This design comes from an exercise in tuning for small area on the open sky130 flow, not from production work.
RTL that was checked went through simulation tests only; none was proved equivalent to the original.
For runs 2 to 5, only the layout was checked, not whether the RTL still works.
No activity file was given, so power comes from the tool's default toggle rates.

==> flow/design.v (outline; a module is shown in full before it is edited, if it fits) <==
// module Graficos: 198 lines
// module s_fn: 2793 lines
// module img_fn: 3069 lines
// module n_fn: 629 lines
// module pair_enc: 61 lines
// module pair_dec: 64 lines
module Graficos(
    input [1:0] Contador_pos_f,
    input [1:0] Contador_pos_h,
    input [1:0] Contador_pos_cr,
    input bit_alarma,
    input [23:0] ALARMA,
    input [7:0] DIR_DATO,
    input [3:0] POSICION,
    input READ,
    input P_FECHA,
    input P_HORA,
    input P_CRONO,
    input reloj,
    input resetM,
    output reg H_Syncreg,
    output reg V_Syncreg,
    output [3:0] R,
    output [3:0] G,
    output [3:0] B
    );
  // ...
==> flow/run.sh <==
#!/bin/bash
# synth_recipe.tcl (not shown) runs the flow's synth.tcl, then flattens the netlist and writes it again
# the make line also repeats each setting of config.mk as NAME=value (left out here)
make -C /OpenROAD-flow-scripts/flow DESIGN_CONFIG=/design/flow/config.mk WORK_HOME=/design/flow/orfs CLKGATE_MAP_FILE= SYNTH_SCRIPT=/design/flow/synth_recipe.tcl finish
==> flow/config.mk <==
export PLATFORM = sky130hd
export DESIGN_NAME = Graficos
export DESIGN_NICKNAME = Graficos
export VERILOG_FILES = /design/flow/design.v
export SDC_FILE = /design/flow/constraint.sdc
export NUM_CORES = 4
export LEC_CHECK = 0
export ABC_AREA = 1
export CAP_MARGIN = 20
export CORE_MARGIN = 2
export CORE_UTILIZATION = 25
export PLACE_DENSITY = 0.35
export SLEW_MARGIN = 20
export SYNTH_MEMORY_MAX_BITS = 262144
==> flow/constraint.sdc <==
create_clock -name core_clock -period 10.0 [get_ports {reloj}]
set_input_delay 2.0000 -clock core_clock [delete_from_list [all_inputs] [get_ports {reloj}]]
set_output_delay 2.0000 -clock core_clock [all_outputs]
set_load 0.01 [all_outputs]
==> notes.md, run 1 <==
result of the run=complete, no violations; combined area of the multi-input logic cells=13,000 sq um; cell count of the worst reg-to-reg path=31; most frequently used cell type in the post-synthesis netlist=sky130_fd_sc_hd__nand2_1; cell with the largest stage delay on the worst path=sky130_fd_sc_hd__o21ai_0; kind of cell with the highest combined delay on the critical path=simple AND/OR/NAND/NOR gates; sequential share of power=0.471; most numerous cell types in the synthesized netlist=sky130_fd_sc_hd__nand2_1 (692), sky130_fd_sc_hd__nor2_1 (453), sky130_fd_sc_hd__inv_1 (403); Post-Layout Cell Count=4,362; area growth from synthesis to layout=14.2%; fraction of power spent switching nets=0.300; Clock buf/inv share=0.0267; Seq/total area=0.193; clock tree root driver cell=sky130_fd_sc_hd__clkbuf_16; slew at the pin with the worst max-slew slack=1.23 ns; core occupancy in the finished layout=0.289; number of cells produced by synthesis=3,250; Mapped Area=19,700 sq um; drt total wl=166,000 microns; total inserted antenna cells=7; power dissipated in combinational cells=174 uW; most frequent cells in the layout=sky130_fd_sc_hd__nand2_1 (692), sky130_fd_sc_hd__nor2_1 (453), sky130_fd_sc_hd__inv_1 (403), sky130_fd_sc_hd__o21ai_0 (259), sky130_fd_sc_hd__nand3_1 (191); cell types occupying the most area after synthesis=sky130_fd_sc_hd__edfxtp_1 (15%), sky130_fd_sc_hd__nand2_1 (13%), sky130_fd_sc_hd__nor2_1 (8.6%); register bank with the most flops=cnt; num ports=63; global placer's final weighted congestion=1.17; final setup vio count=0; max-slew violation total from the final report=0; average footprint of a synthesized cell=6.05 sq um; depth of the worst hold-timing path=0; Post-layout nets=3,405; multi-input logic portion of the cell area=0.580; Reg2Reg Launch Point=Qv[1]$_SDFFE_PP0P_; first-pass GRT wire length=223,000 microns; share of the synthesized area in compound gates (AO/OA/AOI/OAI)=0.264; number of antenna violations at the first check in global routing=15; cell total after placement=4,323; net load switching power=501 uW; RSZ-0062 raised after global routing=false; most frequent standard cell in the layout excluding fill and tap cells=sky130_fd_sc_hd__nand2_1; final-layout setup total negative slack=0 ns; Signal inverters=450; Seq/Total Area, Yosys=0.220; final-layout fill cell count=8,875
==> module Graficos, before the edit <==
module Graficos(
    input [1:0] Contador_pos_f,
    input [1:0] Contador_pos_h,
    input [1:0] Contador_pos_cr,
    input bit_alarma,
    input [23:0] ALARMA,
    input [7:0] DIR_DATO,
    input [3:0] POSICION,
    input READ,
    input P_FECHA,
    input P_HORA,
    input P_CRONO,
    input reloj,
    input resetM,
    output reg H_Syncreg,
    output reg V_Syncreg,
    output [3:0] R,
    output [3:0] G,
    output [3:0] B
    );
  reg [1:0] ph;         
  reg [9:0] Qh, Qv;
  reg       enV;
  reg       E;          
  always @(posedge reloj) begin
    enV <= 1'b0;
    if (resetM) begin
      ph <= 2'd0;
      Qh <= 10'd0;
    end else begin
      ph <= ph + 2'd1;
      if (Qh == 10'd800) begin
        Qh <= 10'd0;
        enV <= 1'b1;
      end else if (ph == 2'd3)
        Qh <= Qh + 10'd1;
    end
    if (resetM)
      Qv <= 10'd0;
    else if (Qv == 10'd525)
      Qv <= 10'd0;
    else if (enV)
      Qv <= Qv + 10'd1;
    H_Syncreg <= (Qh <= 10'd704);
    V_Syncreg <= (Qv <= 10'd523);
    E <= (Qh >= 10'd49) && (Qh <= 10'd688) && (Qv >= 10'd34) && (Qv <= 10'd513);
  end
  wire st = (ph != 2'd3);    
  reg B123, BVH;
  always @(posedge reloj) begin
    B123 <= ((Qv >= 10'd39 && Qv < 10'd240) && ((Qh >= 10'd260 && Qh < 10'd262) || (Qh >= 10'd464 && Qh < 10'd466)))
          | ((Qv >= 10'd240 && Qv < 10'd242) && ((Qh >= 10'd48 && Qh < 10'd262) || (Qh >= 10'd464 && Qh < 10'd688)))
          | ((Qv >= 10'd330 && Qv < 10'd332) && (Qh >= 10'd48 && Qh < 10'd688));
    BVH <= E & (((Qh >= 10'd48 && Qh < 10'd52) || (Qh >= 10'd684 && Qh < 10'd688))
             | ((Qv >= 10'd35 && Qv < 10'd39) || (Qv >= 10'd511 && Qv < 10'd514)));
  end
  reg [3:0] DC, UNI;
  reg [6:0] P1, P2, P3, P4, P5, P6, P7, P8, P9, PC1, PC2, PC3;
  wire src_al = P_CRONO & ((POSICION == 4'd6) | (POSICION == 4'd7) | (POSICION == 4'd8));
  wire [7:0] src = ~src_al ? {DC, UNI} :
                   (POSICION == 4'd8) ? ALARMA[23:16] : (POSICION == 4'd7) ? ALARMA[15:8] : ALARMA[7:0];
  wire [6:0] ecode;
  pair_enc u_enc(.d(src), .c(ecode));
  wire [6:0] nb = resetM ? 7'd0 : ecode;
  wire rd = READ & ~resetM;
  always @(posedge reloj) begin
    if (resetM | READ) {DC, UNI} <= resetM ? 8'h00 : DIR_DATO;
    if (resetM | (rd & POSICION == 4'd5)) P1 <= nb;
    if (resetM | (rd & POSICION == 4'd4)) P2 <= nb;
    if (resetM | (rd & POSICION == 4'd3)) P3 <= nb;
    if (resetM | (rd & POSICION == 4'd8 & ~P_CRONO)) P4 <= nb;
    if (resetM | (rd & POSICION == 4'd7 & ~P_CRONO)) P5 <= nb;
    if (resetM | (rd & POSICION == 4'd6 & ~P_CRONO)) P6 <= nb;
    if (resetM | (rd & POSICION == 4'd0)) P7 <= nb;
    if (resetM | (rd & POSICION == 4'd1)) P8 <= nb;
    if (resetM | (rd & POSICION == 4'd2)) P9 <= nb;
    if (resetM | (rd & POSICION == 4'd8 & P_CRONO)) PC1 <= nb;
    if (resetM | (rd & POSICION == 4'd7 & P_CRONO)) PC2 <= nb;
    if (resetM | (rd & POSICION == 4'd6 & P_CRONO)) PC3 <= nb;
  end
  wire [6:0] Mh = Qh[9:3];
  wire [5:0] Mv = Qv[9:4];
  reg [6:0] psel;
  reg       pon;        
  reg       tens;       
  reg [3:0] cval;       
  always @* begin
    psel = 7'd0; pon = 1'b1; tens = 1'b0; cval = 4'd10;
    if (Mv == 6'd12) begin
      case (Mh)
        7'd10, 7'd11: begin psel = P1; tens = 1'b1; end
        7'd12, 7'd13: psel = P1;
        7'd16, 7'd17: begin psel = P2; tens = 1'b1; end
        7'd18, 7'd19: psel = P2;
        7'd22, 7'd23: begin psel = P3; tens = 1'b1; end
        7'd24, 7'd25: psel = P3;
        7'd66, 7'd67: begin psel = P_CRONO ? PC1 : P4; tens = 1'b1; end
        7'd68, 7'd69: psel = P_CRONO ? PC1 : P4;
        7'd72, 7'd73: begin psel = P_CRONO ? PC2 : P5; tens = 1'b1; end
        7'd74, 7'd75: psel = P_CRONO ? PC2 : P5;
        7'd78, 7'd79: begin psel = P_CRONO ? PC3 : P6; tens = 1'b1; end
        7'd80, 7'd81: psel = P_CRONO ? PC3 : P6;
        default: pon = 1'b0;
      endcase
    end else if (Mv == 6'd17) begin
      case (Mh)
        7'd34, 7'd35: begin psel = P7; tens = 1'b1; end
        7'd36, 7'd37: psel = P7;
        7'd42, 7'd43: begin psel = P8; tens = 1'b1; end
        7'd44, 7'd45: psel = P8;
        7'd52, 7'd53: begin psel = P9; tens = 1'b1; end
        7'd54, 7'd55: psel = P9;
        7'd48, 7'd49: begin pon = 1'b0; cval = 4'd2; end
        7'd50, 7'd51: begin pon = 1'b0; cval = 4'd0; end
        default: pon = 1'b0;
      endcase
    end else
      pon = 1'b0;
  end
  wire [7:0] pdig;
  pair_dec u_dec(.c(psel), .d(pdig));
  wire [3:0] dsel = pon ? (tens ? pdig[7:4] : pdig[3:0]) : cval;
  reg [3:0] g1, g2, g3;
  always @(posedge reloj) begin
    g1 <= dsel;
    g2 <= g1;
    g3 <= g2;
  end
  wire npix;
  n_fn u_n(.g(g3), .r(Qv[3:0]), .c(Qh[3:0]), .o(npix));
  reg hl;
  always @(posedge reloj)
    hl <= ((Mv == 6'd12) && (
             (Mh >= 7'd10 && Mh < 7'd14 && Contador_pos_h == 2'd2 && P_HORA) ||
             (Mh >= 7'd16 && Mh < 7'd20 && Contador_pos_h == 2'd1 && P_HORA) ||
             (Mh >= 7'd22 && Mh < 7'd26 && Contador_pos_h == 2'd0 && P_HORA) ||
             (Mh >= 7'd66 && Mh < 7'd70 && Contador_pos_cr == 2'd2 && P_CRONO) ||
             (Mh >= 7'd72 && Mh < 7'd76 && Contador_pos_cr == 2'd1 && P_CRONO) ||
             (Mh >= 7'd78 && Mh < 7'd82 && Contador_pos_cr == 2'd0 && P_CRONO)))
        || ((Mv == 6'd17) && (
             (Mh >= 7'd34 && Mh < 7'd38 && Contador_pos_f == 2'd0 && P_FECHA) ||
             (Mh >= 7'd42 && Mh < 7'd46 && Contador_pos_f == 2'd1 && P_FECHA) ||
             (Mh >= 7'd52 && Mh < 7'd56 && Contador_pos_f == 2'd2 && P_FECHA)));
  wire CamCo = hl & ((P_HORA & ~P_FECHA & ~P_CRONO) | (~P_HORA & P_FECHA & ~P_CRONO) | (~P_HORA & ~P_FECHA & P_CRONO));
  wire spix;
  s_fn u_s(.Qh(Qh), .Qv(Qv), .st(st), .o(spix));
  reg ad;
  always @(posedge reloj)
    ad <= bit_alarma & ~resetM & (Qh[9:8] == 2'b01) & (Qv[9:8] == 2'b00);
  wire ipix;
  img_fn u_img(.x(Qh[7:0]), .y(Qv[7:0]), .o(ipix));
  wire apix = ad & ipix;
  reg [19:0] cnt;
  reg cambio;
  wire [19:0] cnt_step = {cnt[18:0], ~(cnt[19] ^ cnt[16])};
  localparam [19:0] LFSR_HALF = 20'hb2514, LFSR_FULL = 20'h875ea;
  always @(posedge reloj) begin
    if (cnt == LFSR_FULL) begin
      cnt <= 20'd0;
      cambio <= 1'b0;
    end else begin
      cnt <= bit_alarma ? cnt_step : 20'd0;
      if (cnt == LFSR_HALF)
        cambio <= 1'b1;
      else if (!bit_alarma)
        cambio <= 1'b0;
    end
  end
  wire BF = bit_alarma ? apix : (spix | npix);
  wire Bordes = B123 | BVH;
  reg [11:0] color;
  reg [11:0] rgb;
  always @(posedge reloj) begin
    if (resetM)
      color <= 12'h000;
    else if (!E)
      color <= 12'h000;
    else if (!bit_alarma)
      case ({Bordes, BF, CamCo})
        3'b000, 3'b001: color <= 12'h001;
        3'b010: color <= 12'h063;
        3'b011: color <= 12'hcfc;
        3'b100, 3'b101: color <= 12'h066;
        default: color <= 12'h000;
      endcase
    else
      case ({BVH, BF, cambio})
        3'b000, 3'b011, 3'b101: color <= 12'hfff;
        3'b001, 3'b010, 3'b100: color <= 12'h007;
        default: ;
      endcase
    if (!resetM)
      rgb <= color;
  end
  assign R = rgb[11:8];
  assign G = rgb[7:4];
  assign B = rgb[3:0];
endmodule
==> run 2: changes to the inputs <==
--- a/flow/design.v
+++ b/flow/design.v
@@ -171,16 +171,16 @@
   wire Bordes = B123 | BVH;
-  reg [11:0] color;
-  reg [11:0] rgb;
+  reg [2:0] color;
+  reg [2:0] rgb;
   always @(posedge reloj) begin
     if (resetM)
-      color <= 12'h000;
+      color <= 3'd0;
     else if (!E)
-      color <= 12'h000;
+      color <= 3'd0;
     else if (!bit_alarma)
       case ({Bordes, BF, CamCo})
-        3'b000, 3'b001: color <= 12'h001;
-        3'b010: color <= 12'h063;
-        3'b011: color <= 12'hcfc;
-        3'b100, 3'b101: color <= 12'h066;
-        default: color <= 12'h000;
+        3'b000, 3'b001: color <= 3'd1;
+        3'b010: color <= 3'd2;
+        3'b011: color <= 3'd7;
+        3'b100, 3'b101: color <= 3'd3;
+        default: color <= 3'd0;
       endcase
@@ -188,4 +188,4 @@
       case ({BVH, BF, cambio})
-        3'b000, 3'b011, 3'b101: color <= 12'hfff;
-        3'b001, 3'b010, 3'b100: color <= 12'h007;
+        3'b000, 3'b011, 3'b101: color <= 3'd6;
+        3'b001, 3'b010, 3'b100: color <= 3'd5;
         default: ;
@@ -195,5 +195,18 @@
   end
-  assign R = rgb[11:8];
-  assign G = rgb[7:4];
-  assign B = rgb[3:0];
+  reg [11:0] rgbv;
+  always @* begin
+    case (rgb)
+      3'd1: rgbv = 12'h001;
+      3'd2: rgbv = 12'h063;
+      3'd7: rgbv = 12'hcfc;
+      3'd3: rgbv = 12'h066;
+      3'd6: rgbv = 12'hfff;
+      3'd5: rgbv = 12'h007;
+      3'd0: rgbv = 12'h000;
+      default: rgbv = 12'h000;
+    endcase
+  end
+  assign R = rgbv[11:8];
+  assign G = rgbv[7:4];
+  assign B = rgbv[3:0];
 endmodule
==> flow/flow/run.sh (new file) <==
#!/bin/bash
# Layout flow: the standard flow (standard.sh, unchanged synthesis), with the input and
# output ports buffered by the smallest buffer, sky130_fd_sc_hd__buf_1, and clock tree synthesis
# without dummy loads. The full output of the flow goes to standard.log.
set -e
export BUFFER_PORTS_ARGS="-buffer_cell sky130_fd_sc_hd__buf_1"
export CTS_ARGS="-sink_clustering_enable -repair_clock_nets -dont_use_dummy_load"
bash standard.sh > standard.log 2>&1
==> flow/standard.sh (new file) <==
#!/bin/bash
# synth_recipe.tcl (not shown) runs the flow's synth.tcl, then flattens the netlist and writes it again
# the make line also repeats each setting of config.mk as NAME=value (left out here)
make -C /OpenROAD-flow-scripts/flow DESIGN_CONFIG=/design/flow/config.mk WORK_HOME=/design/flow/orfs CLKGATE_MAP_FILE= SYNTH_SCRIPT=/design/flow/synth_recipe.tcl "${@:-finish}"
removed: flow/run.sh
==> notes.md, run 2 <==
result of the run=complete, no violations (unchanged); total global-route track usage=0.408 (was 0.394); Critical path buffers and inverters=6 (was 7); Vias=28,500 (was 28,000); placeable core region=79,000 sq um (was 77,700 sq um); Num Clock Sinks=161 (was 167); final hold violation count=0 (unchanged); async set-reset flop share out of synthesis=0 (unchanged); Post-Route Skew=0.0263 ns (was 0.0550 ns); cts hold-fix bufs=0 (unchanged); Crit. Startpoint=Qv[1]$_SDFFE_PP0P_ (unchanged); net load switching power=373 uW (was 501 uW); type of the setup path with the least slack=reg -> reg (unchanged); cell with the largest stage delay on the worst path=sky130_fd_sc_hd__a21oi_1 (was sky130_fd_sc_hd__o21ai_0); DR iter-0 viols=4,944 (was 5,078); floorplan row count=103 (was 102); Worst Min Path Start=g2[2]$_DFF_P_ (was g2[3]$_DFF_P_); maximum fanout along the worst path=23 (was 21); arrival time of the worst setup path=8.29 ns (was 8.73 ns); nature of the critical path endpoint=flip-flop (unchanged); critical path startpoint category=flip-flop (unchanged); number of CTS-inserted buffers=17 (unchanged); most frequent standard cell in the layout excluding fill and tap cells=sky130_fd_sc_hd__nand2_1 (unchanged); detail-routed via count per cell=6.45 (was 6.43); most frequent cells in the layout=sky130_fd_sc_hd__nand2_1 (706), sky130_fd_sc_hd__nor2_1 (439), sky130_fd_sc_hd__inv_1 (407), sky130_fd_sc_hd__o21ai_0 (265), sky130_fd_sc_hd__nand3_1 (206) (was sky130_fd_sc_hd__nand2_1 (692), sky130_fd_sc_hd__nor2_1 (453), sky130_fd_sc_hd__inv_1 (403), sky130_fd_sc_hd__o21ai_0 (259), sky130_fd_sc_hd__nand3_1 (191)); half-perimeter wire length after placement=133,000 microns (was 128,000 microns); fraction of power spent switching nets=0.256 (was 0.300); number of cells produced by synthesis=3,306 (was 3,250); Post-layout nets=3,460 (was 3,405); combinational group share of total power=0.107 (was 0.105); Final min period=7.93 ns (was 8.37 ns); num ports=63 (unchanged); clock tree from TritonCTS=yes (unchanged); worst stage delay on the critical path=0.81 ns (was 0.73 ns); Mapped Area=19,900 sq um (was 19,700 sq um); area growth from synthesis to layout=11.4% (was 14.2%); number of synthesis warnings=1 (unchanged); fraction of the cycle the final worst path needs=0.793 (was 0.837); clock buffer depth=2 (unchanged); data required time at the worst endpoint=10.35 ns (was 10.36 ns); peak supply drop=0.122 mV (was 0.158 mV); insertion delay to the later sink of the worst-skew pair=0.45 ns (was 0.51 ns); Overflow after GRT=0 (unchanged); most numerous cell types in the synthesized netlist=sky130_fd_sc_hd__nand2_1 (706), sky130_fd_sc_hd__nor2_1 (440), sky130_fd_sc_hd__inv_1 (407) (was sky130_fd_sc_hd__nand2_1 (692), sky130_fd_sc_hd__nor2_1 (453), sky130_fd_sc_hd__inv_1 (403)); post-detailed-route count of antenna-violating nets=0 (unchanged); max-slew headroom at the worst pin=0.253 (was 0.175); setup fix buffers added after clock tree synthesis=0 (unchanged); synthesized flop and latch total=161 (was 167); cell type with the largest total area after synthesis=sky130_fd_sc_hd__edfxtp_1 (unchanged); core occupancy in the finished layout=0.281 (was 0.289); Int Pwr=1.08 mW (was 1.17 mW); Reg2Reg Launch Point=Qv[1]$_SDFFE_PP0P_ (unchanged); cell total after placement=4,383 (was 4,323); average footprint of a synthesized cell=6.03 sq um (was 6.05 sq um); proportion of layout cells with a drive suffix above 1=0.0919 (was 0.0833); min-delay worst type=reg -> reg (unchanged); FMAX=126 MHz (was 119 MHz); Regs by FF count=cnt x20, Qh x10, Qv x10 (unchanged); register bank with the most flops=cnt (unchanged); H-tree depth=4 (unchanged); RSZ-0062 raised after global routing=false (unchanged); global placer's final weighted congestion=1.12 (was 1.17); Synth Flop Type=sky130_fd_sc_hd__edfxtp_1 (unchanged); PwrDens=65.5 nW/um^2 (was 74.2 nW/um^2); Seq/Total Area, Yosys=0.209 (was 0.220); Largest register FFs=20 (unchanged); number of instances resized during post-cts repair=0 (unchanged); average wire length per cell after detail routing=39.1 microns (was 38.0 microns); number of buffers added on ports=62 (unchanged); cell types occupying the most area after synthesis=sky130_fd_sc_hd__edfxtp_1 (14%), sky130_fd_sc_hd__nand2_1 (13%), sky130_fd_sc_hd__nor2_1 (8.3%) (was sky130_fd_sc_hd__edfxtp_1 (15%), sky130_fd_sc_hd__nand2_1 (13%), sky130_fd_sc_hd__nor2_1 (8.6%)); library cell appearing most often on the critical path=sky130_fd_sc_hd__nand2_1 (unchanged); number of flops mapped to enable cells by yosys=95 (was 98); Die Y=286 microns (was 285 microns); number of antenna violations at the first check in global routing=22 (was 15); Die Span X=286 microns (was 285 microns); static leakage power=9.50 nW (was 9.61 nW); max-slew violation total from the final report=0 (unchanged); number of detailed-routing iterations run before antenna repair=8 (unchanged); number of different library cells in the post-synthesis netlist=75 (was 82); power consumption=1.45 mW (was 1.67 mW); slew at the pin with the worst max-slew slack=1.12 ns (was 1.23 ns); Post-Layout Cell Count=4,420 (was 4,362); Total Die Area=82,000 sq um (was 80,900 sq um); pin count of the biggest net entering global routing=44 (was 36); drt total wl=173,000 microns (was 166,000 microns); clock tree root driver cell=sky130_fd_sc_hd__clkbuf_16 (unchanged); final setup vio count=0 (unchanged); kind of cell with the highest combined delay on the critical path=compound AO/OA/AOI/OAI gates (was simple AND/OR/NAND/NOR gates); final-layout setup total negative slack=0 ns (unchanged); nets in the synthesized netlist=3,414 (was 3,353); proportion of power drawn by the clock network=0.370 (was 0.424); via count of the first global-routing pass=26,900 (was 26,600); count of maximum capacitance violations=0 (unchanged); most frequently used cell type in the post-synthesis netlist=sky130_fd_sc_hd__nand2_1 (unchanged); Initial Utilization=0.252 (was 0.253); fraction of post-synthesis cell area in the top cell type by area=0.143 (was 0.150); sequential share of power=0.522 (was 0.471); first-pass GRT wire length=231,000 microns (was 223,000 microns); post-detailed-route DRC marker count=0 (unchanged); Reg clk slew, reported paths=0.07 ns (was 0.12 ns)
## run 2: changes by cell type in the layout (fill, tap and decap cells not counted), moves of 10 or more
cell / before / now
sky130_fd_sc_hd__buf_1: 0 / 62
sky130_fd_sc_hd__clkdlybuf4s50_1: 62 / 0
sky130_fd_sc_hd__diode_2: 7 / 20
sky130_fd_sc_hd__nand2_1: 692 / 706
sky130_fd_sc_hd__nand3_1: 191 / 206
sky130_fd_sc_hd__nor2_1: 453 / 439
sky130_fd_sc_hd__nor2_2: 12 / 22
sky130_fd_sc_hd__nor3_1: 72 / 61
## run 2: power groups by stage
stage	registers, mW	logic (mW)	clock network, mW
after floorplan	0.769	0.0809	0
after global placement	0.773	0.150	0
after detailed placement	0.774	0.150	0
after CTS	0.760	0.150	0.549
after global routing	0.763	0.165	0.574
final	0.760	0.156	0.538
## run 2: worst paths after layout
path / to / slack [ns] / depth (start not counted)
setup / recovery: color[1]$_SDFFE_PP0P_ / 2.07 / 28
hold reg to reg: g3[2]$_DFF_P_ / 0.32 / 0
setup reg to reg: color[1]$_SDFFE_PP0P_ / 2.07 / 28
hold / removal: g3[2]$_DFF_P_ / 0.32 / 0
## run 2: cell families after synthesis
kind of cell    Yosys count  share of synthesized area
fa+ha+maj                59                     0.0370
xor+xnor                  8                    0.00352
buf+inv                 609                      0.120
flops                   161                      0.209
mux                       8                    0.00402
simple gates           1621                      0.362
compound gates          840                      0.264
## run 2: final cells by class
class	instances	area, sq um
sequential	161	4180
tap	1050	1310
clock buffer	17	425
inverter	462	1740
fill	9152	56800
multi-input combinational	2536	13400
antenna	20	50.0
timing repair buffer	174	1070
## run 2: routing by layer
layer | routed length (microns) | global-route usage | up-vias | share of wire
met5 | 132 | 0 | - | 0.00076
met4 | 13500 | 0.270 | 20 | 0.078
met3 | 22900 | 0.147 | 704 | 0.13
met2 | 69500 | 0.585 | 2621 | 0.40
met1 | 66700 | 0.511 | 13700 | 0.39
li1 | - | - | 11500 | -
## run 2: through the flow
stage	hold slack [ns]	cell area (sq um)	setup WS [ns]
2_1_floorplan	0.310	19900	5.32
3_3_place_gp	0.314	21700	1.98
3_5_place_dp	0.313	21700	2.28
4_1_cts	0.325	22100	2.26
5_1_grt	0.326	22100	2.23
6_report	0.317	22200	2.07
==> run 3: changes to the inputs <==
--- a/flow/design.v
+++ b/flow/design.v
@@ -44,14 +44,15 @@
       Qv <= Qv + 10'd1;
-    H_Syncreg <= (Qh <= 10'd704);
-    V_Syncreg <= (Qv <= 10'd523);
-    E <= (Qh >= 10'd49) && (Qh <= 10'd688) && (Qv >= 10'd34) && (Qv <= 10'd513);
+    H_Syncreg <= hs_n;
+    V_Syncreg <= vs_n;
+    E <= e_n;
   end
   wire st = (ph != 2'd3);    
+  wire hs_n, vs_n, e_n, b123_n, bvh_n, hl_n;
+  ctl_fn u_ctl(.Qh(Qh), .Qv(Qv), .E(E), .P_HORA(P_HORA), .P_FECHA(P_FECHA), .P_CRONO(P_CRONO),
+               .Contador_pos_h(Contador_pos_h), .Contador_pos_f(Contador_pos_f), .Contador_pos_cr(Contador_pos_cr),
+               .hs_n(hs_n), .vs_n(vs_n), .e_n(e_n), .b123_n(b123_n), .bvh_n(bvh_n), .hl_n(hl_n));
   reg B123, BVH;
   always @(posedge reloj) begin
-    B123 <= ((Qv >= 10'd39 && Qv < 10'd240) && ((Qh >= 10'd260 && Qh < 10'd262) || (Qh >= 10'd464 && Qh < 10'd466)))
-          | ((Qv >= 10'd240 && Qv < 10'd242) && ((Qh >= 10'd48 && Qh < 10'd262) || (Qh >= 10'd464 && Qh < 10'd688)))
-          | ((Qv >= 10'd330 && Qv < 10'd332) && (Qh >= 10'd48 && Qh < 10'd688));
-    BVH <= E & (((Qh >= 10'd48 && Qh < 10'd52) || (Qh >= 10'd684 && Qh < 10'd688))
-             | ((Qv >= 10'd35 && Qv < 10'd39) || (Qv >= 10'd511 && Qv < 10'd514)));
+    B123 <= b123_n;
+    BVH <= bvh_n;
   end
@@ -133,13 +134,3 @@
   always @(posedge reloj)
-    hl <= ((Mv == 6'd12) && (
-             (Mh >= 7'd10 && Mh < 7'd14 && Contador_pos_h == 2'd2 && P_HORA) ||
-             (Mh >= 7'd16 && Mh < 7'd20 && Contador_pos_h == 2'd1 && P_HORA) ||
-             (Mh >= 7'd22 && Mh < 7'd26 && Contador_pos_h == 2'd0 && P_HORA) ||
-             (Mh >= 7'd66 && Mh < 7'd70 && Contador_pos_cr == 2'd2 && P_CRONO) ||
-             (Mh >= 7'd72 && Mh < 7'd76 && Contador_pos_cr == 2'd1 && P_CRONO) ||
-             (Mh >= 7'd78 && Mh < 7'd82 && Contador_pos_cr == 2'd0 && P_CRONO)))
-        || ((Mv == 6'd17) && (
-             (Mh >= 7'd34 && Mh < 7'd38 && Contador_pos_f == 2'd0 && P_FECHA) ||
-             (Mh >= 7'd42 && Mh < 7'd46 && Contador_pos_f == 2'd1 && P_FECHA) ||
-             (Mh >= 7'd52 && Mh < 7'd56 && Contador_pos_f == 2'd2 && P_FECHA)));
+    hl <= hl_n;
   wire CamCo = hl & ((P_HORA & ~P_FECHA & ~P_CRONO) | (~P_HORA & P_FECHA & ~P_CRONO) | (~P_HORA & ~P_FECHA & P_CRONO));
@@ -6828 +6819,289 @@
 endmodule
+module ctl_fn(input [9:0] Qh, input [9:0] Qv, input E, input P_HORA, input P_FECHA, input P_CRONO, input [1:0] Contador_pos_h, input [1:0] Contador_pos_f, input [1:0] Contador_pos_cr, output hs_n, output vs_n, output e_n, output b123_n, output bvh_n, output hl_n);
+  wire w_new_n100;
+  wire w_new_n101;
+  wire w_new_n102;
+  wire w_new_n103;
+  wire w_new_n104;
+  wire w_new_n105;
+  wire w_new_n106;
+  wire w_new_n107;
+  wire w_new_n108;
+  wire w_new_n109;
+  wire w_new_n110;
+  wire w_new_n111;
+  wire w_new_n112;
+  wire w_new_n113;
+  wire w_new_n114;
+  wire w_new_n115;
+  wire w_new_n116;
+  wire w_new_n117;
+  wire w_new_n118;
+  wire w_new_n120;
+  wire w_new_n121;
+  wire w_new_n122;
+  wire w_new_n123;
+  wire w_new_n124;
+  wire w_new_n125;
+  wire w_new_n126;
+  wire w_new_n127;
+  wire w_new_n128;
+  wire w_new_n129;
+  wire w_new_n130;
+  wire w_new_n131;
+  wire w_new_n132;
+  wire w_new_n133;
+  wire w_new_n134;
+  wire w_new_n135;
+  wire w_new_n136;
+  wire w_new_n137;
+  wire w_new_n138;
+  wire w_new_n140;
+  wire w_new_n141;
+  wire w_new_n142;
+  wire w_new_n143;
+  wire w_new_n144;
+  wire w_new_n145;
+  wire w_new_n146;
+  wire w_new_n147;
+  wire w_new_n148;
+  wire w_new_n149;
+  wire w_new_n150;
+  wire w_new_n151;
+  wire w_new_n152;
+  wire w_new_n153;
+  wire w_new_n154;
+  wire w_new_n155;
+  wire w_new_n156;
+  wire w_new_n157;
+  wire w_new_n158;
+  wire w_new_n159;
+  wire w_new_n160;
+  wire w_new_n161;
+  wire w_new_n162;
+  wire w_new_n163;
+  wire w_new_n164;
+  wire w_new_n165;
+  wire w_new_n166;
+  wire w_new_n167;
+  wire w_new_n168;
+  wire w_new_n169;
+  wire w_new_n170;
+  wire w_new_n171;
+  wire w_new_n172;
+  wire w_new_n173;
+  wire w_new_n174;
+  wire w_new_n175;
+  wire w_new_n176;
+  wire w_new_n177;
+  wire w_new_n178;
+  wire w_new_n179;
+  wire w_new_n180;
+  wire w_new_n181;
+  wire w_new_n37;
+  wire w_new_n38;
+  wire w_new_n39;
+  wire w_new_n40;
+  wire w_new_n41;
+  wire w_new_n42;
+  wire w_new_n43;
+  wire w_new_n44;
+  wire w_new_n45;
+  wire w_new_n46;
+  wire w_new_n48;
+  wire w_new_n49;
+  wire w_new_n50;
+  wire w_new_n51;
+  wire w_new_n52;
+  wire w_new_n53;
+  wire w_new_n55;
+  wire w_new_n56;
+  wire w_new_n57;
+  wire w_new_n58;
+  wire w_new_n59;
+  wire w_new_n60;
+  wire w_new_n61;
+  wire w_new_n62;
+  wire w_new_n63;
+  wire w_new_n64;
+  wire w_new_n65;
+  wire w_new_n66;
+  wire w_new_n67;
+  wire w_new_n68;
+  wire w_new_n69;
+  wire w_new_n70;
+  wire w_new_n71;
+  wire w_new_n72;
+  wire w_new_n73;
+  wire w_new_n74;
+  wire w_new_n75;
+  wire w_new_n76;
+  wire w_new_n77;
+  wire w_new_n78;
+  wire w_new_n80;
+  wire w_new_n81;
+  wire w_new_n82;
+  wire w_new_n83;
+  wire w_new_n84;
+  wire w_new_n85;
+  wire w_new_n86;
+  wire w_new_n87;
+  wire w_new_n88;
+  wire w_new_n89;
+  wire w_new_n90;
+  wire w_new_n91;
+  wire w_new_n92;
+  wire w_new_n93;
+  wire w_new_n94;
+  wire w_new_n95;
+  wire w_new_n96;
+  wire w_new_n97;
+  wire w_new_n98;
+  wire w_new_n99;
+  assign w_new_n37 = (Qh[6] & Qh[7]);
+  assign w_new_n38 = (~Qh[4] & ~Qh[5]);
+  assign w_new_n39 = (w_new_n37 & ~w_new_n38);
+  assign w_new_n40 = (~Qh[8] & ~w_new_n37);
+  assign w_new_n41 = (~Qh[2] & ~Qh[3]);
+  assign w_new_n42 = (~Qh[1] & w_new_n41);
+  assign w_new_n43 = (~Qh[0] & w_new_n42);
+  assign w_new_n44 = (~Qh[8] & w_new_n43);
+  assign w_new_n45 = (~w_new_n40 & ~w_new_n44);
+  assign w_new_n46 = (~w_new_n39 & ~w_new_n45);
+  assign hs_n = ~((Qh[9] & ~w_new_n46));
+  assign w_new_n48 = (~Qv[4] & ~Qv[5]);
+  assign w_new_n49 = (~Qv[6] & ~Qv[7]);
+  assign w_new_n50 = (~Qv[8] & w_new_n49);
+  assign w_new_n51 = (w_new_n48 & w_new_n50);
+  assign w_new_n52 = (Qv[2] & Qv[3]);
+  assign w_new_n53 = (w_new_n51 & ~w_new_n52);
+  assign vs_n = ~((Qv[9] & ~w_new_n53));
+  assign w_new_n55 = (Qh[4] & Qh[5]);
+  assign w_new_n56 = (Qh[7] & w_new_n55);
+  assign w_new_n57 = (w_new_n40 & ~w_new_n56);
+  assign w_new_n58 = (Qh[9] & ~w_new_n57);
+  assign w_new_n59 = (~Qh[6] & w_new_n44);
+  assign w_new_n60 = (w_new_n58 & ~w_new_n59);
+  assign w_new_n61 = (~Qv[1] & ~Qv[2]);
+  assign w_new_n62 = (~Qv[3] & w_new_n61);
+  assign w_new_n63 = (w_new_n51 & w_new_n62);
+  assign w_new_n64 = (Qv[9] & ~w_new_n63);
+  assign w_new_n65 = (~Qh[6] & ~Qh[7]);
+  assign w_new_n66 = (~Qh[8] & ~Qh[9]);
+  assign w_new_n67 = (w_new_n65 & w_new_n66);
+  assign w_new_n68 = (w_new_n43 & w_new_n67);
+  assign w_new_n69 = (~w_new_n55 & w_new_n67);
+  assign w_new_n70 = (Qv[4] & Qv[5]);
+  assign w_new_n71 = (w_new_n49 & ~w_new_n70);
+  assign w_new_n72 = (~Qv[8] & ~Qv[9]);
+  assign w_new_n73 = (w_new_n71 & w_new_n72);
+  assign w_new_n74 = (Qv[5] & ~w_new_n62);
+  assign w_new_n75 = (w_new_n73 & ~w_new_n74);
+  assign w_new_n76 = (~w_new_n69 & ~w_new_n75);
+  assign w_new_n77 = (~w_new_n68 & w_new_n76);
+  assign w_new_n78 = (~w_new_n64 & w_new_n77);
+  assign e_n = (~w_new_n60 & w_new_n78);
+  assign w_new_n80 = (~Qh[3] & ~Qh[9]);
+  assign w_new_n81 = (w_new_n38 & w_new_n80);
+  assign w_new_n82 = (Qh[1] & Qh[2]);
+  assign w_new_n83 = (w_new_n65 & ~w_new_n82);
+  assign w_new_n84 = (w_new_n81 & w_new_n83);
+  assign w_new_n85 = (Qv[6] & Qv[7]);
+  assign w_new_n86 = (w_new_n72 & w_new_n85);
+  assign w_new_n87 = (w_new_n62 & w_new_n70);
+  assign w_new_n88 = (w_new_n86 & w_new_n87);
+  assign w_new_n89 = (w_new_n84 & w_new_n88);
+  assign w_new_n90 = (Qh[8] & ~w_new_n39);
+  assign w_new_n91 = (w_new_n88 & ~w_new_n90);
+  assign w_new_n92 = (Qv[8] & ~Qv[9]);
+  assign w_new_n93 = (Qv[3] & w_new_n92);
+  assign w_new_n94 = (Qv[1] & ~Qv[2]);
+  assign w_new_n95 = (Qv[6] & ~Qv[7]);
+  assign w_new_n96 = (w_new_n94 & w_new_n95);
+  assign w_new_n97 = (w_new_n48 & w_new_n96);
+  assign w_new_n98 = (w_new_n93 & w_new_n97);
+  assign w_new_n99 = (~w_new_n91 & ~w_new_n98);
+  assign w_new_n100 = (~w_new_n58 & ~w_new_n99);
+  assign w_new_n101 = (~w_new_n89 & ~w_new_n100);
+  assign w_new_n102 = (~w_new_n69 & ~w_new_n101);
+  assign w_new_n103 = (Qv[0] & Qv[1]);
+  assign w_new_n104 = (Qv[2] & w_new_n103);
+  assign w_new_n105 = (~Qv[3] & ~w_new_n104);
+  assign w_new_n106 = (Qv[5] & ~w_new_n105);
+  assign w_new_n107 = (w_new_n73 & ~w_new_n106);
+  assign w_new_n108 = (Qh[8] & ~Qh[9]);
+  assign w_new_n109 = (~Qh[5] & w_new_n108);
+  assign w_new_n110 = (w_new_n39 & w_new_n109);
+  assign w_new_n111 = (w_new_n42 & w_new_n110);
+  assign w_new_n112 = (Qh[2] & Qh[8]);
+  assign w_new_n113 = (w_new_n84 & w_new_n112);
+  assign w_new_n114 = (~w_new_n111 & ~w_new_n113);
+  assign w_new_n115 = (w_new_n70 & w_new_n85);
+  assign w_new_n116 = (w_new_n72 & ~w_new_n115);
+  assign w_new_n117 = (~w_new_n114 & w_new_n116);
+  assign w_new_n118 = (~w_new_n107 & w_new_n117);
+  assign b123_n = ~((~w_new_n102 & ~w_new_n118));
+  assign w_new_n120 = (~Qv[2] & ~w_new_n103);
+  assign w_new_n121 = (Qv[5] & ~w_new_n120);
+  assign w_new_n122 = (w_new_n107 & w_new_n121);
+  assign w_new_n123 = (Qv[9] & w_new_n63);
+  assign w_new_n124 = (w_new_n93 & w_new_n115);
+  assign w_new_n125 = (w_new_n104 & w_new_n124);
+  assign w_new_n126 = (~Qh[6] & Qh[7]);
+  assign w_new_n127 = (Qh[5] & w_new_n126);
+  assign w_new_n128 = (~Qh[8] & Qh[9]);
+  assign w_new_n129 = (Qh[2] & Qh[3]);
+  assign w_new_n130 = (~Qh[4] & w_new_n129);
+  assign w_new_n131 = (w_new_n128 & w_new_n130);
+  assign w_new_n132 = (w_new_n127 & w_new_n131);
+  assign w_new_n133 = (w_new_n41 & w_new_n55);
+  assign w_new_n134 = (w_new_n67 & w_new_n133);
+  assign w_new_n135 = (~w_new_n132 & ~w_new_n134);
+  assign w_new_n136 = (~w_new_n125 & w_new_n135);
+  assign w_new_n137 = (~w_new_n123 & w_new_n136);
+  assign w_new_n138 = (~w_new_n122 & w_new_n137);
+  assign bvh_n = (E & ~w_new_n138);
+  assign w_new_n140 = (~Contador_pos_h[0] & ~w_new_n55);
+  assign w_new_n141 = (w_new_n126 & ~w_new_n140);
+  assign w_new_n142 = (w_new_n37 & w_new_n38);
+  assign w_new_n143 = (~Contador_pos_h[1] & ~w_new_n142);
+  assign w_new_n144 = (~w_new_n141 & w_new_n143);
+  assign w_new_n145 = (Qh[6] & ~Qh[7]);
+  assign w_new_n146 = (~w_new_n38 & ~w_new_n55);
+  assign w_new_n147 = (w_new_n145 & w_new_n146);
+  assign w_new_n148 = (Contador_pos_h[1] & ~w_new_n147);
+  assign w_new_n149 = (~Qh[5] & w_new_n126);
+  assign w_new_n150 = (Contador_pos_h[0] & ~w_new_n149);
+  assign w_new_n151 = (P_HORA & w_new_n66);
+  assign w_new_n152 = (~w_new_n150 & w_new_n151);
+  assign w_new_n153 = (~w_new_n148 & w_new_n152);
+  assign w_new_n154 = (~w_new_n144 & w_new_n153);
+  assign w_new_n155 = (~Contador_pos_cr[0] & ~w_new_n55);
+  assign w_new_n156 = (w_new_n145 & ~w_new_n155);
+  assign w_new_n157 = (w_new_n38 & w_new_n126);
+  assign w_new_n158 = (~Contador_pos_cr[1] & ~w_new_n157);
+  assign w_new_n159 = (~w_new_n156 & w_new_n158);
+  assign w_new_n160 = (w_new_n65 & w_new_n146);
+  assign w_new_n161 = (Contador_pos_cr[1] & ~w_new_n160);
+  assign w_new_n162 = (~Qh[5] & Qh[6]);
+  assign w_new_n163 = (Contador_pos_cr[0] & ~w_new_n162);
+  assign w_new_n164 = (P_CRONO & w_new_n128);
+  assign w_new_n165 = (~w_new_n163 & w_new_n164);
+  assign w_new_n166 = (~w_new_n161 & w_new_n165);
+  assign w_new_n167 = (~w_new_n159 & w_new_n166);
+  assign w_new_n168 = (~w_new_n154 & ~w_new_n167);
+  assign w_new_n169 = (w_new_n48 & w_new_n86);
+  assign w_new_n170 = (~w_new_n168 & w_new_n169);
+  assign w_new_n171 = (Contador_pos_f[0] & w_new_n147);
+  assign w_new_n172 = (~Contador_pos_f[1] & ~w_new_n160);
+  assign w_new_n173 = (~Contador_pos_f[0] & ~w_new_n172);
+  assign w_new_n174 = (~w_new_n171 & ~w_new_n173);
+  assign w_new_n175 = (Contador_pos_f[1] & ~w_new_n127);
+  assign w_new_n176 = (Qv[4] & P_FECHA);
+  assign w_new_n177 = (w_new_n92 & w_new_n176);
+  assign w_new_n178 = (w_new_n108 & w_new_n177);
+  assign w_new_n179 = (w_new_n71 & w_new_n178);
+  assign w_new_n180 = (~w_new_n175 & w_new_n179);
+  assign w_new_n181 = (~w_new_n174 & w_new_n180);
+  assign hl_n = ~((~w_new_n170 & ~w_new_n181));
+endmodule
--- a/flow/config.mk
+++ b/flow/config.mk
@@ -8,3 +8,3 @@
 export ABC_AREA = 1
-export CAP_MARGIN = 20
+export CAP_MARGIN = 5
 export CORE_MARGIN = 2
@@ -12,3 +12,3 @@
 export PLACE_DENSITY = 0.35
-export SLEW_MARGIN = 20
+export SLEW_MARGIN = 5
 export SYNTH_MEMORY_MAX_BITS = 262144
==> notes.md, run 3 <==
result of the run=complete, no violations (unchanged); Die Span X=281 microns (was 286 microns); number of detailed-routing iterations run before antenna repair=9 (was 8); number of instances resized during post-cts repair=0 (unchanged); insertion delay to the later sink of the worst-skew pair=0.46 ns (was 0.45 ns); synthesized flop and latch total=161 (unchanged); final-layout fill cell count=8,798 (was 9,152); arrival time of the worst setup path=7.66 ns (was 8.29 ns); clock tree from TritonCTS=yes (unchanged); Seq/Total Area, Yosys=0.217 (was 0.209); library cell appearing most often on the critical path=sky130_fd_sc_hd__inv_1 (was sky130_fd_sc_hd__nand2_1); RSZ-0062 raised after global routing=false (unchanged); total global-route track usage=0.404 (was 0.408); Die Y=281 microns (was 286 microns); most frequent standard cell in the layout excluding fill and tap cells=sky130_fd_sc_hd__nand2_1 (unchanged); Num Clock Sinks=161 (unchanged); most frequent cells in the layout=sky130_fd_sc_hd__nand2_1 (683), sky130_fd_sc_hd__nor2_1 (435), sky130_fd_sc_hd__inv_1 (410), sky130_fd_sc_hd__o21ai_0 (263), sky130_fd_sc_hd__nand3_1 (187) (was sky130_fd_sc_hd__nand2_1 (706), sky130_fd_sc_hd__nor2_1 (439), sky130_fd_sc_hd__inv_1 (407), sky130_fd_sc_hd__o21ai_0 (265), sky130_fd_sc_hd__nand3_1 (206)); num ports=63 (unchanged); number of cells produced by synthesis=3,192 (was 3,306); min-delay worst type=reg -> reg (unchanged); slew at the pin with the worst max-slew slack=1.43 ns (was 1.12 ns); cell type with the largest total area after synthesis=sky130_fd_sc_hd__edfxtp_1 (unchanged); nets in the synthesized netlist=3,298 (was 3,414); Vias=27,500 (was 28,500); clock buffer depth=2 (unchanged); FMAX=136 MHz (was 126 MHz); cell types occupying the most area after synthesis=sky130_fd_sc_hd__edfxtp_1 (15%), sky130_fd_sc_hd__nand2_1 (13%), sky130_fd_sc_hd__nor2_1 (8.5%) (was sky130_fd_sc_hd__edfxtp_1 (14%), sky130_fd_sc_hd__nand2_1 (13%), sky130_fd_sc_hd__nor2_1 (8.3%)); number of buffers added on ports=62 (unchanged); worst-path cell chain=buf_4 -> inv_1 -> ha_1 -> inv_1 -> ha_1 -> inv_1 -> nand2_1 -> o21ai_0 -> o21ai_0 -> a21oi_1 -> nand2_1 -> nor2_1 -> o221ai_1 -> nand3_1 -> nand3_1 -> a21oi_1 -> a31oi_1 -> o21ai_1 -> nand2_1 -> nand4_1 -> nor2_1 -> inv_1 -> o21ai_0 -> a21oi_1; number of different library cells in the post-synthesis netlist=71 (was 75); fraction of post-synthesis cell area in the top cell type by area=0.149 (was 0.143); Post-Layout Inst Area=21,400 sq um (was 22,200 sq um); Largest register FFs=20 (unchanged); DR iter-0 viols=4,473 (was 4,944); async set-reset flop share out of synthesis=0 (unchanged); Critical path buffers and inverters=5 (was 6); max-slew headroom at the worst pin=0.0461 (was 0.253); Reg clk slew, reported paths=0.06 ns (was 0.07 ns); register bank with the most flops=cnt (unchanged); Overflow after GRT=0 (unchanged); type of the setup path with the least slack=reg -> reg (unchanged); via count of the first global-routing pass=25,900 (was 26,900); detail-routed via count per cell=6.43 (was 6.45); Mapped Area=19,200 sq um (was 19,900 sq um); clock tree root driver cell=sky130_fd_sc_hd__clkbuf_16 (unchanged); kind of cell with the highest combined delay on the critical path=compound AO/OA/AOI/OAI gates (unchanged); max-slew violation total from the final report=0 (unchanged); nature of the critical path endpoint=flip-flop (unchanged); number of antenna violations at the first check in global routing=12 (was 22); placeable core region=75,900 sq um (was 79,000 sq um); most frequently used cell type in the post-synthesis netlist=sky130_fd_sc_hd__nand2_1 (unchanged); number of CTS-inserted buffers=17 (unchanged); dpl cell area=21,000 sq um (was 21,700 sq um); half-perimeter wire length after placement=126,000 microns (was 133,000 microns); Final min period=7.34 ns (was 7.93 ns); cell with the largest stage delay on the worst path=sky130_fd_sc_hd__ha_1 (was sky130_fd_sc_hd__a21oi_1); worst stage delay on the critical path=0.84 ns (was 0.81 ns); count of maximum capacitance violations=0 (unchanged); Regs by FF count=cnt x20, Qh x10, Qv x10 (unchanged); Synth Flop Type=sky130_fd_sc_hd__edfxtp_1 (unchanged); global placer's final weighted congestion=1.18 (was 1.12); most numerous cell types in the synthesized netlist=sky130_fd_sc_hd__nand2_1 (683), sky130_fd_sc_hd__nor2_1 (435), sky130_fd_sc_hd__inv_1 (410) (was sky130_fd_sc_hd__nand2_1 (706), sky130_fd_sc_hd__nor2_1 (440), sky130_fd_sc_hd__inv_1 (407)); post-detailed-route DRC marker count=0 (unchanged); setup fix buffers added after clock tree synthesis=0 (unchanged); post-detailed-route count of antenna-violating nets=0 (unchanged); critical path startpoint category=flip-flop (unchanged); Post-Route Skew=0.0516 ns (was 0.0263 ns); PwrDens=68.8 nW/um^2 (was 65.5 nW/um^2); final-layout setup total negative slack=0 ns (unchanged); Total Die Area=79,100 sq um (was 82,000 sq um); drt total wl=163,000 microns (was 173,000 microns); Initial Utilization=0.253 (was 0.252); maximum fanout along the worst path=34 (was 23); static leakage power=9.00 nW (was 9.50 nW); number of flops mapped to enable cells by yosys=95 (unchanged); fraction of the cycle the final worst path needs=0.734 (was 0.793); Post-layout nets=3,344 (was 3,460); cts hold-fix bufs=0 (unchanged); final setup vio count=0 (unchanged); final critical-path setup slack=2.66 ns (was 2.07 ns); average footprint of a synthesized cell=6.02 sq um (was 6.03 sq um); pin count of the biggest net entering global routing=62 (was 44); floorplan row count=101 (was 103); final hold violation count=0 (unchanged); H-tree depth=4 (unchanged); proportion of layout cells with a drive suffix above 1=0.0742 (was 0.0919); first-pass GRT wire length=220,000 microns (was 231,000 microns); worst slack at placement=3.18 ns (was 2.28 ns); peak supply drop=0.0851 mV (was 0.122 mV); area growth from synthesis to layout=11.5% (was 11.4%); data required time at the worst endpoint=10.32 ns (was 10.35 ns); number of synthesis warnings=1 (unchanged); average wire length per cell after detail routing=38.2 microns (was 39.1 microns)
-- run 3: changes by cell type after synthesis, moves of 7 or more --
| cell | previous run | this run |
|---|---|---|
| sky130_fd_sc_hd__o211ai_1 | 64 | 51 |
| sky130_fd_sc_hd__inv_2 | 39 | 21 |
| sky130_fd_sc_hd__a311oi_1 | 13 | 5 |
| sky130_fd_sc_hd__o21ai_1 | 23 | 30 |
| sky130_fd_sc_hd__nand3_1 | 206 | 187 |
| sky130_fd_sc_hd__nor3_1 | 61 | 80 |
| sky130_fd_sc_hd__nand2_2 | 26 | 15 |
| sky130_fd_sc_hd__nor4_1 | 28 | 16 |
| sky130_fd_sc_hd__o221ai_1 | 7 | 16 |
| sky130_fd_sc_hd__nand2_1 | 706 | 683 |
| sky130_fd_sc_hd__or2_2 | 14 | 2 |
-- run 3: final cells by class --
type	instances	area (sq um)	share of cell area
Tap cell	1030	1290	0.0602
Clock buffer	17	425	0.0199
Antenna cell	10	25.0	0.00117
Multi-Input combinational cell	2438	12700	0.594
Timing Repair Buffer	172	1070	0.0501
Sequential cell	161	4180	0.195
Inverter	448	1690	0.0791
-- run 3: per-stage QoR --
stage / power (mW) / util / hold slack (ns) / std cells
2_1_floorplan: 0.845 / - / 0.310 / 3192
3_3_place_gp: 0.926 / 0.276 / 0.311 / 4246
3_5_place_dp: 0.927 / 0.276 / 0.313 / 4249
4_1_cts: 1.49 / 0.282 / 0.319 / 4266
5_1_grt: 1.53 / 0.282 / 0.333 / 4267
6_report: 1.47 / 0.282 / 0.321 / 4276
-- run 3: cell families after synthesis --
family | Yosys count | share of synthesized area
AND/OR/NAND/NOR | 1544 | 0.351
AO/OA/AOI/OAI | 821 | 0.265
buffers and inverters | 593 | 0.122
flip-flops | 161 | 0.217
adder cells (fa/ha/maj) | 57 | 0.0371
multiplexers | 10 | 0.00547
XOR/XNOR | 6 | 0.00274
-- run 3: path summary, 6_finish.rpt --
| check | endpoint | slack, ns | startpoint | cells after the start |
|---|---|---|---|---|
| setup / recovery | color[0]$_SDFFE_PP0P_ | 2.66 | Qv[0]$_SDFFE_PP0P_ | 24 |
| hold / removal | g3[2]$_DFF_P_ | 0.32 | g2[2]$_DFF_P_ | 0 |
| setup reg to reg | color[0]$_SDFFE_PP0P_ | 2.66 | Qv[0]$_SDFFE_PP0P_ | 24 |
| hold reg to reg | g3[2]$_DFF_P_ | 0.32 | g2[2]$_DFF_P_ | 0 |
-- run 3: layer usage --
layer | GRT usage | up-vias | share of wire
met2 | 0.594 | 2527 | 0.41
met4 | 0.235 | 14 | 0.072
li1 | - | 11100 | -
met5 | 0 | - | 0.00054
met1 | 0.497 | 13200 | 0.38
met3 | 0.159 | 707 | 0.13
-- run 3: power by group --
group          internal, mW  total, mW  leakage, nW  switching (mW)
combinational        0.0385      0.159         7.27           0.120
clock                 0.296      0.556        0.210           0.260
sequential            0.748      0.758         1.52         0.00981
==> run 4: changes to the inputs <==
--- a/flow/config.mk
+++ b/flow/config.mk
@@ -8,3 +8,3 @@
 export ABC_AREA = 1
-export CAP_MARGIN = 5
+export CAP_MARGIN = 20
 export CORE_MARGIN = 2
@@ -12,3 +12,3 @@
 export PLACE_DENSITY = 0.35
-export SLEW_MARGIN = 5
+export SLEW_MARGIN = 20
 export SYNTH_MEMORY_MAX_BITS = 262144
==> notes.md, run 4 <==
final hold violation count=0 (unchanged); via count of the first global-routing pass=25,700 (was 25,900); cell with the largest stage delay on the worst path=sky130_fd_sc_hd__ha_1 (unchanged); gr busiest metal=met2 (unchanged); combined area of the multi-input logic cells=12,800 sq um (was 12,700 sq um); average wire length per cell after detail routing=38.4 microns (was 38.2 microns); Worst Min Path Start=g2[2]$_DFF_P_ (unchanged); Critical path buffers and inverters=5 (unchanged); Post-layout nets=3,343 (was 3,344); clock tree from TritonCTS=yes (unchanged); total area of sequential cells=4180 sq um (unchanged); Vias=27,200 (was 27,500); nets in the synthesized netlist=3,298 (unchanged); area growth from synthesis to layout=11.5% (about the same); critical path startpoint category=flip-flop (unchanged); synthesized flop and latch total=161 (unchanged); final-layout fill cell count=8,735 (was 8,798); Mapped Area=19,200 sq um (unchanged); number of antenna violations at the first check in global routing=14 (was 12); cell type with the largest total area after synthesis=sky130_fd_sc_hd__edfxtp_1 (unchanged); total global-route track usage=0.406 (was 0.404); number of synthesis warnings=1 (unchanged); Die Span X=281 microns (unchanged); setup fix buffers added after clock tree synthesis=0 (unchanged); Post-Layout Cell Count=4,271 (was 4,276); insertion delay to the later sink of the worst-skew pair=0.46 ns (about the same); placeable core region=75,900 sq um (unchanged); slew at the pin with the worst max-slew slack=1.22 ns (was 1.43 ns); Overflow after GRT=0 (unchanged); net load switching power=391 uW (was 390 uW); number of instances resized during post-cts repair=0 (unchanged); final setup vio count=0 (unchanged); static leakage power=9.02 nW (was 9.00 nW); Post-Route Skew=0.0499 ns (was 0.0516 ns); Total Die Area=79,100 sq um (unchanged); Synth Flop Type=sky130_fd_sc_hd__edfxtp_1 (unchanged); Regs by FF count=cnt x20, Qh x10, Qv x10 (unchanged); num ports=63 (unchanged); proportion of layout cells with a drive suffix above 1=0.0748 (was 0.0742); worst stage delay on the critical path=0.84 ns (about the same); most numerous cell types in the synthesized netlist=sky130_fd_sc_hd__nand2_1 (683), sky130_fd_sc_hd__nor2_1 (435), sky130_fd_sc_hd__inv_1 (410) (unchanged); post-detailed-route count of antenna-violating nets=0 (unchanged); max-slew headroom at the worst pin=0.180 (was 0.0461); Reg clk slew, reported paths=0.07 ns (was 0.06 ns); number of CTS-inserted buffers=17 (unchanged); post-detailed-route DRC marker count=0 (unchanged); data required time at the worst endpoint=10.34 ns (was 10.32 ns); Initial Utilization=0.253 (unchanged); met3 routing resource usage after global routing=0.169 (was 0.159); number of cells produced by synthesis=3,192 (unchanged); arrival time of the worst setup path=7.74 ns (was 7.66 ns); number of flops mapped to enable cells by yosys=95 (unchanged); worst-path cell chain=buf_4 -> inv_1 -> ha_1 -> inv_1 -> ha_1 -> inv_1 -> nand2_1 -> o21ai_0 -> o21ai_0 -> a21oi_1 -> nand2_1 -> nor2_1 -> o221ai_1 -> nand3_1 -> nand3_1 -> a21oi_1 -> a31oi_1 -> o21ai_1 -> nand2_1 -> nand4_1 -> nor2_1 -> inv_1 -> o21ai_0 -> a21oi_1 (unchanged); pin count of the biggest net entering global routing=62 (unchanged); proportion of power drawn by the clock network=0.378 (was 0.377); most frequent standard cell in the layout excluding fill and tap cells=sky130_fd_sc_hd__nand2_1 (unchanged); number of different library cells in the post-synthesis netlist=71 (unchanged); Int Pwr=1.08 mW (about the same); Reg2Reg Launch Point=Qv[0]$_SDFFE_PP0P_ (unchanged); fraction of post-synthesis cell area in the top cell type by area=0.149 (unchanged); Seq/Total Area, Yosys=0.217 (unchanged); fraction of the cycle the final worst path needs=0.740 (was 0.734); clock buffer depth=2 (unchanged); met2 track demand over resource=0.600 (was 0.594); drt total wl=164,000 microns (was 163,000 microns); worst slack at placement=3.16 ns (was 3.18 ns); detail-routed via count per cell=6.37 (was 6.43); Crit. Startpoint=Qv[0]$_SDFFE_PP0P_ (unchanged); FMAX=135 MHz (was 136 MHz); sequential share of power=0.515 (about the same); clock tree root driver cell=sky130_fd_sc_hd__clkbuf_16 (unchanged); DR iter-0 viols=4,726 (was 4,473); PwrDens=68.8 nW/um^2 (about the same); fraction of power spent switching nets=0.265 (about the same); register bank with the most flops=cnt (unchanged); peak supply drop=0.0755 mV (was 0.0851 mV); max-slew violation total from the final report=0 (unchanged); cell types occupying the most area after synthesis=sky130_fd_sc_hd__edfxtp_1 (15%), sky130_fd_sc_hd__nand2_1 (13%), sky130_fd_sc_hd__nor2_1 (8.5%) (unchanged); number of buffers added on ports=62 (unchanged); library cell appearing most often on the critical path=sky130_fd_sc_hd__inv_1 (unchanged); Largest register FFs=20 (unchanged); Final min period=7.40 ns (was 7.34 ns); first-pass GRT wire length=221,000 microns (was 220,000 microns); global placer's final weighted congestion=1.18 (unchanged); kind of cell with the highest combined delay on the critical path=compound AO/OA/AOI/OAI gates (unchanged); result of the run=complete, no violations (unchanged); nature of the critical path endpoint=flip-flop (unchanged); half-perimeter wire length after placement=126,000 microns (about the same); combinational group share of total power=0.107 (was 0.108); maximum fanout along the worst path=34 (unchanged); number of detailed-routing iterations run before antenna repair=7 (was 9); count of maximum capacitance violations=0 (unchanged); async set-reset flop share out of synthesis=0 (unchanged); Die Y=281 microns (unchanged); min-delay worst type=reg -> reg (unchanged); average footprint of a synthesized cell=6.02 sq um (unchanged); final critical-path setup slack=2.60 ns (was 2.66 ns); Num Clock Sinks=161 (unchanged); cell total after placement=4,247 (was 4,249); most frequent cells in the layout=sky130_fd_sc_hd__nand2_1 (683), sky130_fd_sc_hd__nor2_1 (433), sky130_fd_sc_hd__inv_1 (410), sky130_fd_sc_hd__o21ai_0 (259), sky130_fd_sc_hd__nand3_1 (187) (was sky130_fd_sc_hd__nand2_1 (683), sky130_fd_sc_hd__nor2_1 (435), sky130_fd_sc_hd__inv_1 (410), sky130_fd_sc_hd__o21ai_0 (263), sky130_fd_sc_hd__nand3_1 (187)); type of the setup path with the least slack=reg -> reg (unchanged); RSZ-0062 raised after global routing=false (unchanged); most frequently used cell type in the post-synthesis netlist=sky130_fd_sc_hd__nand2_1 (unchanged); H-tree depth=4 (unchanged); cts hold-fix bufs=0 (unchanged); floorplan row count=101 (unchanged); final-layout setup total negative slack=0 ns (unchanged); met1 global-route usage=0.495 (was 0.497)
-- run 4: cells by family after synthesis --
group | count (synthesis) | share of synthesized area
adder cells (fa/ha/maj) | 57 | 0.0371
buffers and inverters | 593 | 0.122
AND/OR/NAND/NOR | 1544 | 0.351
flip-flops | 161 | 0.217
XOR/XNOR | 6 | 0.00274
AO/OA/AOI/OAI | 821 | 0.265
multiplexers | 10 | 0.00547
-- run 4: worst paths after layout --
path | endpoint | slack, ns | cells past startpoint
max | color[0]$_SDFFE_PP0P_ | 2.60 | 24
min | g3[2]$_DFF_P_ | 0.32 | 0
max reg2reg | color[0]$_SDFFE_PP0P_ | 2.60 | 24
min reg2reg | g3[2]$_DFF_P_ | 0.32 | 0
-- run 4: area by class of cell --
cell class / instances / area share
inverters: 448 / 0.0791
multi-input cells: 2438 / 0.595
flip-flops and latches: 161 / 0.195
well taps: 1030 / 0.0602
clock buffers: 17 / 0.0199
diodes: 6 / 0.000701
repair buffers: 171 / 0.0497
-- run 4: stage by stage --
stage / area (sq um) / power, mW / util / hold WS, ns
2_1_floorplan: 19200 / 0.845 / - / 0.310
3_3_place_gp: 20900 / 0.926 / 0.276 / 0.311
3_5_place_dp: 21000 / 0.926 / 0.276 / 0.312
4_1_cts: 21400 / 1.49 / 0.281 / 0.318
5_1_grt: 21400 / 1.52 / 0.282 / 0.331
6_report: 21400 / 1.47 / 0.282 / 0.320
-- run 4: metal layers --
layer	up-vias	share of wire
met5	-	0.0015
met1	13000	0.38
li1	11100	-
met2	2412	0.41
met4	20	0.068
met3	667	0.14
-- run 4: power by group through the flow --
stage               Clock [mW]  Combinational (mW)  Sequential, mW
floorplan                    0              0.0754           0.770
global placement             0               0.153           0.773
detailed placement           0               0.153           0.773
CTS                      0.573               0.153           0.759
global route             0.593               0.167           0.762
finish                   0.557               0.158           0.758
==> run 5: changes to the inputs <==
==> flow/flow/run.sh (replaced) <==
#!/bin/bash
# Layout flow: the standard flow (standard.sh) with three changes:
#  - synthesis maps the logic with an area-oriented ABC script (flow/abc_area.script, used
#    through ABC_AREA=1) in place of ORFS's abc_area.script; registers are untouched;
#  - input and output ports are buffered with the smallest buffer, sky130_fd_sc_hd__buf_1;
#  - clock tree synthesis inserts no dummy loads.
# The full output of the flow goes to standard.log.
set -e
SD=$PWD/orfs_scripts
rm -rf "$SD"
cp -r "$FLOW_HOME/scripts" "$SD"
cp flow/abc_area.script "$SD/abc_area.script"
export SCRIPTS_DIR="$SD"
export BUFFER_PORTS_ARGS="-buffer_cell sky130_fd_sc_hd__buf_1"
export CTS_ARGS="-sink_clustering_enable -repair_clock_nets -dont_use_dummy_load"
bash standard.sh > standard.log 2>&1
==> flow/flow/abc_area.script (new file) <==
strash
&get -n
&dch -f
&nf -p -F 10 -A 4 -R 1000
&put
==> notes.md, run 5 <==
Die Span X=268 microns (was 281 microns); setup fix buffers added after clock tree synthesis=0 (unchanged); number of cells produced by synthesis=2,492 (was 3,192); total global-route track usage=0.429 (was 0.406); worst stage delay on the critical path=0.57 ns (was 0.84 ns); core occupancy in the finished layout=0.299 (was 0.282); depth of the worst hold-timing path=0 (unchanged); Final min period=8.47 ns (was 7.40 ns); detail-routed via count per cell=7.06 (was 6.37); final-layout setup total negative slack=0 ns (unchanged); data required time at the worst endpoint=10.33 ns (was 10.34 ns); floorplan row count=96 (was 101); maximum fanout along the worst path=17 (was 34); result of the run=complete, no violations (unchanged); Initial Utilization=0.253 (about the same); RR Endpoint=color[1]$_SDFFE_PP0P_ (was color[0]$_SDFFE_PP0P_); most frequent cells in the layout=sky130_fd_sc_hd__nand2_1 (366), sky130_fd_sc_hd__nor2_1 (337), sky130_fd_sc_hd__a21oi_1 (254), sky130_fd_sc_hd__o21ai_0 (248), sky130_fd_sc_hd__buf_4 (151) (was sky130_fd_sc_hd__nand2_1 (683), sky130_fd_sc_hd__nor2_1 (433), sky130_fd_sc_hd__inv_1 (410), sky130_fd_sc_hd__o21ai_0 (259), sky130_fd_sc_hd__nand3_1 (187)); number of instances resized during post-cts repair=0 (unchanged); area growth from synthesis to layout=18.1% (was 11.5%); global placer's final weighted congestion=1.11 (was 1.18); PwrDens=71.3 nW/um^2 (was 68.8 nW/um^2); library cell appearing most often on the critical path=sky130_fd_sc_hd__a21oi_1 (was sky130_fd_sc_hd__inv_1); clock tree root driver cell=sky130_fd_sc_hd__clkbuf_16 (unchanged); Overflow after GRT=0 (unchanged); Reg2Reg Launch Point=Qh[5]$_SDFFE_PP0P_ (was Qv[0]$_SDFFE_PP0P_); Reg clk slew, reported paths=0.07 ns (about the same); via count of the first global-routing pass=24,300 (was 25,700); fraction of post-synthesis cell area in the top cell type by area=0.164 (was 0.149); total area of sequential cells=4190 sq um (was 4180 sq um); net load switching power=378 uW (was 391 uW); most numerous cell types in the synthesized netlist=sky130_fd_sc_hd__nand2_1 (366), sky130_fd_sc_hd__nor2_1 (338), sky130_fd_sc_hd__a21oi_1 (257) (was sky130_fd_sc_hd__nand2_1 (683), sky130_fd_sc_hd__nor2_1 (435), sky130_fd_sc_hd__inv_1 (410)); Num Clock Sinks=161 (unchanged); Worst R2R Setup Slack=1.53 ns (was 2.60 ns); clock buffer depth=2 (unchanged); FMAX=118 MHz (was 135 MHz); final hold violation count=0 (unchanged); cell types occupying the most area after synthesis=sky130_fd_sc_hd__edfxtp_1 (16%), sky130_fd_sc_hd__nand2_1 (7.9%), sky130_fd_sc_hd__dfxtp_1 (7.6%) (was sky130_fd_sc_hd__edfxtp_1 (15%), sky130_fd_sc_hd__nand2_1 (13%), sky130_fd_sc_hd__nor2_1 (8.5%)); number of different library cells in the post-synthesis netlist=73 (was 71); critical path startpoint category=flip-flop (unchanged); half-perimeter wire length after placement=109,000 microns (was 126,000 microns); cell with the largest stage delay on the worst path=sky130_fd_sc_hd__ha_1 (unchanged); Synth Flop Type=sky130_fd_sc_hd__edfxtp_1 (unchanged); DR iter-0 viols=4,507 (was 4,726); number of flops mapped to enable cells by yosys=95 (unchanged); average wire length per cell after detail routing=41.8 microns (was 38.4 microns); max-slew violation total from the final report=0 (unchanged); number of buffers added on ports=62 (unchanged); H-tree depth=4 (unchanged); pin count of the biggest net entering global routing=61 (was 62)
[run 5: worst max path at each step]
stage | from | to | slack, ns | cells after the start
final | Qh[5]$_SDFFE_PP0P_ | color[1]$_SDFFE_PP0P_ | 1.53 | 28
after global routing | Qh[5]$_SDFFE_PP0P_ | color[1]$_SDFFE_PP0P_ | 1.10 | 30
after CTS | Qh[5]$_SDFFE_PP0P_ | color[1]$_SDFFE_PP0P_ | 2.11 | 31
after detailed placement | Qh[5]$_SDFFE_PP0P_ | color[1]$_SDFFE_PP0P_ | 2.19 | 31
after global placement | Qh[5]$_SDFFE_PP0P_ | color[1]$_SDFFE_PP0P_ | 2.19 | 31
after floorplan | Qv[4]$_SDFFE_PP0P_ | color[1]$_SDFFE_PP0P_ | 2.31 | 28
[run 5: logic make-up after synthesis]
group | count (synthesis) | synth area share
simple gates | 1164 | 0.309
compound gates | 974 | 0.359
flops | 161 | 0.240
buf+inv | 78 | 0.0182
fa+ha+maj | 60 | 0.0428
mux | 40 | 0.0232
xor+xnor | 15 | 0.00756
[run 5: final cells by class]
type	count	share of cell area
antenna	32	0.00390
clock buffer	17	0.0207
inverter	71	0.0130
multi-input combinational	2253	0.631
sequential	161	0.204
tap	931	0.0568
timing repair buffer	218	0.0701
[run 5: worst max-delay path, delay by kind of cell (launching register included)]
kind            cells  cell delay, ns
simple gates        7            2.09
flops               1            0.33
mux                 1            0.51
fa+ha+maj           1            0.57
compound gates     17            4.41
xor+xnor            1            0.20
buf+inv             1            0.24
[run 5: power groups by stage]
| stage | Sequential [mW] | Clock, mW | Combinational (mW) |
|---|---|---|---|
| 6_report | 0.762 | 0.552 | 0.149 |
| 2_1_floorplan | 0.774 | 0 | 0.0689 |
| 3_3_place_gp | 0.776 | 0 | 0.145 |
| 3_5_place_dp | 0.776 | 0 | 0.144 |
| 4_1_cts | 0.762 | 0.572 | 0.144 |
| 5_1_grt | 0.766 | 0.593 | 0.158 |
[run 5: through the flow]
stage	cells	hold WS, ns	power, mW	area [sq um]
after floorplan	2492	0.310	0.843	17400
after global placement	3630	0.312	0.921	19900
after detailed placement	3631	0.312	0.920	19900
after CTS	3648	0.306	1.48	20400
after global routing	3655	0.318	1.52	20400
final	3683	0.304	1.46	20500
[run 5: routing by layer]
| layer | routed length, microns | vias to the layer above | track usage | share of wire |
|---|---|---|---|---|
| li1 | - | 10200 | - | - |
| met3 | 20600 | 917 | 0.224 | 0.13 |
| met1 | 54100 | 12400 | 0.469 | 0.35 |
| met2 | 63400 | 2419 | 0.611 | 0.41 |
| met5 | 163 | - | 0 | 0.0011 |
| met4 | 15600 | 24 | 0.356 | 0.10 |

Re-timed with assumed drivers on the ports (clkbuf_16 on the clock, buf_2 on other inputs), run 5 has 1.525 ns of setup slack against 1.525 ns with ideal ports, and 1.525 ns once port delays also move by the mid clock arrival of 0.506 ns.
